From an optimization exercise on the open Yosys and OpenROAD flow, aimed at small area and a short achievable clock period; shortcuts taken in it are not production practice.

==> job 6859: inputs <==
## fpadder
module fpadder(input [15:0] A, input [15:0] B, input clk, input rst, output reg [15:0] C);
==> module fpadder, before the edit <==
module fpadder(input [15:0] A, input [15:0] B, input clk, input rst, output reg [15:0] C);
wire [5:0] dbo = {1'b0, A[14:10]} - {1'b0, B[14:10]};
reg        sa1, sb1, abig1;
reg [4:0]  eb1, d1;
reg [9:0]  ma1, mb1;
always @(posedge clk) begin
	sa1   <= A[15];
	sb1   <= B[15];
	abig1 <= ~dbo[5] & ((|dbo[4:0]) | (A[9:0] > B[9:0]));
	eb1   <= B[14:10];
	d1    <= dbo[4:0];
	ma1   <= A[9:0];
	mb1   <= B[9:0];
end
wire [9:0]  xm1 = abig1 ? ma1 : mb1;
wire [9:0]  ym1 = abig1 ? mb1 : ma1;
wire [4:0]  sh1 = abig1 ? d1 : -d1;
wire [10:0] ys = {1'b1, ym1} >> sh1[3:0];
wire [10:0] yv = sh1[4] ? 11'd0 : ys;
wire        sub1 = sa1 ^ sb1;
reg        sign2, sub2;
reg [4:0]  exp2;    
reg [9:0]  xm2;
reg [10:0] ym2;
always @(posedge clk) begin
	sign2 <= abig1 ? sa1 : sb1;
	sub2  <= sub1;
	exp2  <= eb1 + (abig1 ? d1 : 5'd0) + 5'd1;
	xm2   <= xm1;
	ym2   <= yv ^ {11{sub1}};
end
wire [12:0] s = {2'b01, xm2, 1'b1} + {sub2, ym2, sub2};
reg        sign3;
reg [4:0]  exp3;    
reg [11:0] s3;
always @(posedge clk) begin
	sign3 <= sign2;
	exp3  <= exp2;
	s3    <= s[12:1];
end
reg [3:0] k;
always @(*) begin
	casez (s3[11:1])
	11'b1??????????: k = 4'd0;
	11'b01?????????: k = 4'd1;
	11'b001????????: k = 4'd2;
	11'b0001???????: k = 4'd3;
	11'b00001??????: k = 4'd4;
	11'b000001?????: k = 4'd5;
	11'b0000001????: k = 4'd6;
	11'b00000001???: k = 4'd7;
	11'b000000001??: k = 4'd8;
	11'b0000000001?: k = 4'd9;
	11'b00000000001: k = 4'd10;
	default:         k = 4'd1;
	endcase
end
wire [12:0] w = {s3, 1'b0} << k;
wire [3:0] el = {1'b0, exp3[2:0]} - {1'b0, k[2:0]};
wire zero = ~sign3 && exp3 == 5'd1 && s3 == 12'h800;
reg        sign4, k34, b34;
reg [1:0]  eh4;
reg [2:0]  el4;
reg [9:0]  m4;
always @(posedge clk) begin
	sign4 <= sign3;
	m4    <= w[11:2];
	el4   <= {el[2:1], el[0] & ~zero};
	eh4   <= exp3[4:3];
	k34   <= k[3];
	b34   <= el[3];
end
wire [1:0] eh = eh4 - {1'b0, k34} - {1'b0, b34};
always @(*)
	C = {sign4, eh, el4, m4};
endmodule
export LEC_CHECK = 0
export ABC_AREA = 1
export CAP_MARGIN = 20
export CORE_MARGIN = 2
export CORE_UTILIZATION = 65
export CTS_BUF_LIST = sky130_fd_sc_hd__clkbuf_4 sky130_fd_sc_hd__clkbuf_8
export CTS_CLUSTER_DIAMETER = 80
export CTS_CLUSTER_SIZE = 50
export SETUP_SLACK_MARGIN = 2.0
export SLEW_MARGIN = 20
export TNS_END_PERCENT = 0
create_clock -name core_clock -period 4.0 [get_ports {clk}]
standard.sh (not shown) runs the stock make flow with config.mk's settings and CLKGATE_MAP_FILE= SYNTH_SCRIPT=/design/flow/synth_recipe.tcl, a recipe that flattens the netlist after the stock synthesis.
==> flow/flow/run.sh <==
#!/bin/bash
# Standard layout, with plain buffers (not delay cells) on the ports.
set -euo pipefail
export BUFFER_PORTS_ARGS="-buffer_cell sky130_fd_sc_hd__buf_2"
bash standard.sh > standard.log 2>&1
==> inputs of job 968, as changes to job 6859 <==
==> flow/design.v (replaced) <==
module fpadder(input [15:0] A, input [15:0] B, input clk, input rst, output reg [15:0] C);
wire [5:0] dbo = {1'b0, A[14:10]} - {1'b0, B[14:10]};
wire [4:0] dba = B[14:10] - A[14:10];
reg        sa1, sb1, abig1;
reg [4:0]  eb1, ad1;
reg [9:0]  ma1, mb1;
always @(posedge clk) begin
	sa1   <= A[15];
	sb1   <= B[15];
	abig1 <= ~dbo[5] & ((|dbo[4:0]) | (A[9:0] > B[9:0]));
	eb1   <= B[14:10];
	ad1   <= dbo[5] ? dba : dbo[4:0];
	ma1   <= A[9:0];
	mb1   <= B[9:0];
end
wire [9:0]  xm1 = abig1 ? ma1 : mb1;
wire [9:0]  ym1 = abig1 ? mb1 : ma1;
wire [10:0] ys = {1'b1, ym1} >> ad1[3:0];
wire [10:0] yv = ad1[4] ? 11'd0 : ys;
wire        sub1 = sa1 ^ sb1;
reg        sign2, sub2;
reg [4:0]  exp2;    
reg [9:0]  xm2;
reg [10:0] ym2;
always @(posedge clk) begin
	sign2 <= abig1 ? sa1 : sb1;
	sub2  <= sub1;
	exp2  <= eb1 + (abig1 ? ad1 : 5'd0) + 5'd1;
	xm2   <= xm1 ^ {10{sub1}};
	ym2   <= yv;
end
wire [11:0] t = {sub2, ~sub2, xm2} + {1'b0, ym2};
wire [11:0] s = t ^ {12{sub2}};
reg        sign3;
reg [4:0]  exp3;    
reg [11:0] s3;
always @(posedge clk) begin
	sign3 <= sign2;
	exp3  <= exp2;
	s3    <= s;
end
reg [3:0] k;
always @(*) begin
	casez (s3[11:1])
	11'b1??????????: k = 4'd0;
	11'b01?????????: k = 4'd1;
	11'b001????????: k = 4'd2;
	11'b0001???????: k = 4'd3;
	11'b00001??????: k = 4'd4;
	11'b000001?????: k = 4'd5;
	11'b0000001????: k = 4'd6;
	11'b00000001???: k = 4'd7;
	11'b000000001??: k = 4'd8;
	11'b0000000001?: k = 4'd9;
	11'b00000000001: k = 4'd10;
	default:         k = 4'd1;
	endcase
end
wire [12:0] w = {s3, 1'b0} << k;
wire [2:0] el  = {1'b0, exp3[1:0]} - {1'b0, k[1:0]};
wire [2:0] x0 = exp3[4:2];
wire [2:0] x1 = exp3[4:2] - 3'd1;
wire [2:0] x2 = exp3[4:2] - 3'd2;
wire [2:0] x3 = exp3[4:2] - 3'd3;
wire [2:0] eh0 = k[3] ? x2 : (k[2] ? x1 : x0);
wire [2:0] eh1 = k[3] ? x3 : (k[2] ? x2 : x1);
wire [2:0] eh  = el[2] ? eh1 : eh0;
wire zero = ~sign3 && exp3 == 5'd1 && s3 == 12'h800;
always @(posedge clk)
	C <= {sign3, eh, el[1], el[0] & ~zero, w[11:2]};
endmodule
==> results.txt <==
item	job 968	job 6859
Proportion of synthesized area in mux cells	0.599%	0.419%
Tap cell count	102	99
Register share of the cell area	34.1%	36.6%
Synthesized area per cell	8.09 um^2	7.95 um^2
Number of filler cells placed in the layout	602	544
Adder and majority gate portion of the synthesized area	11.5%	11.3%
Share of the synthesized area in compound gates (AO/OA/AOI/OAI)	10.1%	9.27%
Number of rows created at floorplan	32	31
Post-CTS setup buffer count	5	0
Largest fanout on the critical path	3	2
Worst-path cell with the longest stage delay	dfxtp_1	fa_1
Fraction of synthesized cell area in xor and xnor cells	7.69%	6.05%
Status	no timing/DRC/antenna violations	no timing/DRC/antenna violations
Area of the core	0.00761 mm^2	0.00718 mm^2
Max frequency	466 MHz	369 MHz
Function was not checked in any run of this note: the RTL went through the layout flow alone.

---

==> run a: inputs <==
fpadder, a different RTL version from the one above (not shown whole).
==> module fpadder, before the edit <==
module fpadder(input [15:0] A, input [15:0] B, input clk, input rst, output reg [15:0] C);
wire [4:0] ea = A[14:10], eb = B[14:10];
wire       gte  = ea > eb;
wire       abig = A[14:0] > B[14:0];
wire [4:0] dab = ea - eb;
wire [4:0] dba = eb - ea;
reg        sign1, sub1;
reg [4:0]  exp1, sh1;
reg [9:0]  xm1, ym1;
always @(posedge clk) begin
	sign1 <= abig ? A[15] : B[15];
	sub1  <= A[15] ^ B[15];
	exp1  <= gte ? ea : eb;
	sh1   <= gte ? dab : dba;
	xm1   <= abig ? A[9:0] : B[9:0];
	ym1   <= abig ? B[9:0] : A[9:0];
end
wire [10:0] ys = {1'b1, ym1} >> sh1[3:0];
wire [10:0] yv = sh1[4] ? 11'd0 : ys;
reg        sign2, sub2;
reg [4:0]  exp2;    
reg [9:0]  xm2;
reg [10:0] ym2;
always @(posedge clk) begin
	sign2 <= sign1;
	sub2  <= sub1;
	exp2  <= exp1 + 5'd1;
	xm2   <= xm1;
	ym2   <= yv ^ {11{sub1}};
end
reg        sign3;
reg [4:0]  exp3;    
reg [11:0] s3;
always @(posedge clk) begin
	sign3 <= sign2;
	exp3  <= exp2;
	s3    <= {2'b01, xm2} + {sub2, ym2} + {11'd0, sub2};
end
reg [3:0] k;
always @(*) begin
	casez (s3[11:1])
	11'b1??????????: k = 4'd0;
	11'b01?????????: k = 4'd1;
	11'b001????????: k = 4'd2;
	11'b0001???????: k = 4'd3;
	11'b00001??????: k = 4'd4;
	11'b000001?????: k = 4'd5;
	11'b0000001????: k = 4'd6;
	11'b00000001???: k = 4'd7;
	11'b000000001??: k = 4'd8;
	11'b0000000001?: k = 4'd9;
	11'b00000000001: k = 4'd10;
	default:         k = 4'd1;
	endcase
end
wire [12:0] w = {s3, 1'b0} << k;
wire [4:0]  e = exp3 - {1'b0, k};
wire zero = ~sign3 && exp3 == 5'd1 && s3 == 12'h800;
always @(posedge clk)
	C <= {sign3, e[4:1], e[0] & ~zero, w[11:2]};
endmodule
clock: 4.0 ns
lec_check: 0
cap_margin: 20
core_margin: 2
core_utilization: 40
setup_slack_margin: 1.8
slew_margin: 20
run.sh (not shown) runs the stock make flow with config.mk's settings and CLKGATE_MAP_FILE= SYNTH_SCRIPT=/design/flow/synth_recipe.tcl, a recipe that flattens the netlist after the stock synthesis.
Stock flow here: none of the scripts above is used.
==> run b (differences from run a) <==
==> flow/design.v, changed modules only <==
module fpadder(input [15:0] A, input [15:0] B, input clk, input rst, output reg [15:0] C);
function gt15(input [14:0] a, input [14:0] b);
	reg [15:0] g, e;
	reg [7:0] g1, e1;
	reg [3:0] g2, e2;
	reg [1:0] g3, e3;
	integer i;
	begin
		g = {1'b0, a & ~b};
		e = {1'b1, ~(a ^ b)};
		for (i = 0; i < 8; i = i + 1) begin
			g1[i] = g[2*i+1] | (e[2*i+1] & g[2*i]);
			e1[i] = e[2*i+1] & e[2*i];
		end
		for (i = 0; i < 4; i = i + 1) begin
			g2[i] = g1[2*i+1] | (e1[2*i+1] & g1[2*i]);
			e2[i] = e1[2*i+1] & e1[2*i];
		end
		for (i = 0; i < 2; i = i + 1) begin
			g3[i] = g2[2*i+1] | (e2[2*i+1] & g2[2*i]);
			e3[i] = e2[2*i+1] & e2[2*i];
		end
		gt15 = g3[1] | (e3[1] & g3[0]);
	end
endfunction
wire [4:0] ea = A[14:10], eb = B[14:10];
wire       gte  = ea > eb;
wire       abig = gt15(A[14:0], B[14:0]);
wire [4:0] dab = ea - eb;
wire [4:0] dba = eb - ea;
reg        sign1, sub1, abig1;
reg [4:0]  exp1, sh1;
reg [9:0]  ma1, mb1;
always @(posedge clk) begin
	sign1 <= abig ? A[15] : B[15];
	sub1  <= A[15] ^ B[15];
	abig1 <= abig;
	exp1  <= gte ? ea : eb;
	sh1   <= gte ? dab : dba;
	ma1   <= A[9:0];
	mb1   <= B[9:0];
end
wire [9:0]  xm1 = abig1 ? ma1 : mb1;
wire [9:0]  ym1 = abig1 ? mb1 : ma1;
wire [10:0] ys = {1'b1, ym1} >> sh1[3:0];
wire [10:0] yv = sh1[4] ? 11'd0 : ys;
reg        sign2, sub2;
reg [4:0]  exp2;    
reg [9:0]  xm2;
reg [10:0] ym2;
always @(posedge clk) begin
	sign2 <= sign1;
	sub2  <= sub1;
	exp2  <= exp1 + 5'd1;
	xm2   <= xm1;
	ym2   <= yv ^ {11{sub1}};
end
reg        sign3;
reg [4:0]  exp3;    
reg [11:0] s3;
always @(posedge clk) begin
	sign3 <= sign2;
	exp3  <= exp2;
	s3    <= {2'b01, xm2} + {sub2, ym2} + {11'd0, sub2};
end
wire [15:0] v = {s3[11:1], 5'b10000};
wire [3:0] nz;
wire [1:0] c4 [0:3];
genvar gi;
generate
	for (gi = 0; gi < 4; gi = gi + 1) begin : grp
		wire [3:0] q = v[4*gi+3:4*gi];
		assign nz[gi] = |q;
		assign c4[gi] = q[3] ? 2'd0 : q[2] ? 2'd1 : q[1] ? 2'd2 : 2'd3;
	end
endgenerate
wire       z8 = ~(nz[3] | nz[2]);                  
wire       z4 = z8 ? ~nz[1] : ~nz[3];              
wire [1:0] lo = z8 ? (nz[1] ? c4[1] : c4[0]) : (nz[3] ? c4[3] : c4[2]);
wire       none = ~|s3[11:1];
wire [12:0] w0 = {s3, 1'b0};
wire [12:0] w1 = z8 ? {w0[4:0], 8'd0} : w0;
wire [12:0] w2 = z4 ? {w1[8:0], 4'd0} : w1;
wire [12:0] w3 = lo[1] ? {w2[10:0], 2'd0} : w2;
wire [12:0] w4 = lo[0] ? {w3[11:0], 1'd0} : w3;
wire [9:0] m = none ? s3[9:0] : w4[11:2];
wire [1:0] kh = none ? 2'd0 : {z8, z4};
wire [1:0] kl = none ? 2'd1 : lo;
wire [2:0] eh0 = exp3[4:2] - {1'b0, kh};
wire [2:0] eh1 = exp3[4:2] - {1'b0, kh} - 3'd1;
wire [2:0] el  = {1'b0, exp3[1:0]} - {1'b0, kl};
wire [4:0] e   = {el[2] ? eh1 : eh0, el[1:0]};
wire zero = ~sign3 && exp3 == 5'd1 && s3 == 12'h800;
always @(posedge clk)
	C <= {sign3, e[4:1], e[0] & ~zero, m};
endmodule
==> flow/flow/run.sh (new file) <==
#!/bin/bash
# Standard layout, with plain buffers (not delay cells) on the ports.
set -euo pipefail
export BUFFER_PORTS_ARGS="-buffer_cell sky130_fd_sc_hd__buf_2"
bash standard.sh > standard.log 2>&1
==> flow/standard.sh (new file) <==
#!/bin/bash
# synth_recipe.tcl (not shown) runs the flow's synth.tcl, then flattens the netlist and writes it again
# the make line also repeats each setting of config.mk as NAME=value (left out here)
make -C /OpenROAD-flow-scripts/flow DESIGN_CONFIG=/design/flow/config.mk WORK_HOME=/design/flow/orfs CLKGATE_MAP_FILE= SYNTH_SCRIPT=/design/flow/synth_recipe.tcl "${@:-finish}"
- CORE_UTILIZATION: 40 -> 60
- CTS_BUF_LIST: not set -> sky130_fd_sc_hd__clkbuf_4 sky130_fd_sc_hd__clkbuf_8
- SETUP_SLACK_MARGIN: 1.8 -> 2.0
- TNS_END_PERCENT: not set -> 0
removed: flow/run.sh
==> key figures <==
Run status
  • Status: finished clean

Final layout
  • Clkbuf count: 10
  • Multi-input logic cell count: between 300 and 400
  • Share of cells above drive strength 1: 26.9%

Setup path
  • Reg2reg setup slack: 1.92 ns

Die
  • Die Wd: between 100 and 150 um

Global route
  • Met3 GRT Util: 2.82%

Place
  • GP Congestion: 0.854
That was run a.
==> key figures <==
Final layout
  • Share of cells above drive strength 1: 26.2%
  • Multi-input logic cell count: 297

Setup path
  • Reg2reg setup slack: about 1.7 ns

Die
  • Die Wd: 91.4 um

Place
  • GP Congestion: 0.895

Global route
  • Met3 GRT Util: 2.99%

Run status
  • Status: finished clean
That was run b.
No run of this note included a check of the RTL's function; only the layout flow was run.

-- static timing again, ports no longer ideal --
How much do the figures lean on ideal ports? The routed layouts below were timed once more, with nothing changed but the port constraints.
Step 1 (the two cells are an assumption about what drives the block):
set clk [get_ports {clk}]
set_driving_cell -lib_cell sky130_fd_sc_hd__clkbuf_16 $clk
set_driving_cell -lib_cell sky130_fd_sc_hd__buf_2 [delete_from_list [all_inputs] $clk]
Step 2 also shifts input and output timing later by t, the mid clock arrival at the registers, as if the neighbouring blocks saw the same clock.
Slacks: ideal ports / drivers / drivers and shift; pairs: ideal ports / drivers.
run | t, ns | setup slack, ns | hold WS [ns] | worst setup path after step 2 | cell pins on the clock port's net
job 6859 | 0.395 | 1.289 / 1.257 / 1.639 | 0.334 / 0.334 / 0.334 | input to register | 1
job 968 | 0.401 | 1.855 / 1.855 / 1.616 | 0.332 / 0.332 / 0.332 | input to register | 1
run a | 0.375 | 1.548 / 1.520 / 1.145 | 0.323 / 0.323 / 0.323 | input to register | 1
run b | 0.375 | 1.715 / 1.715 / 1.564 | 0.327 / 0.327 / 0.327 | input to register | 1
After both steps setup and hold are still met in every run listed. The setup slack of run a, which loses most, moves by -0.028 ns with the drivers and by -0.403 ns with both steps.
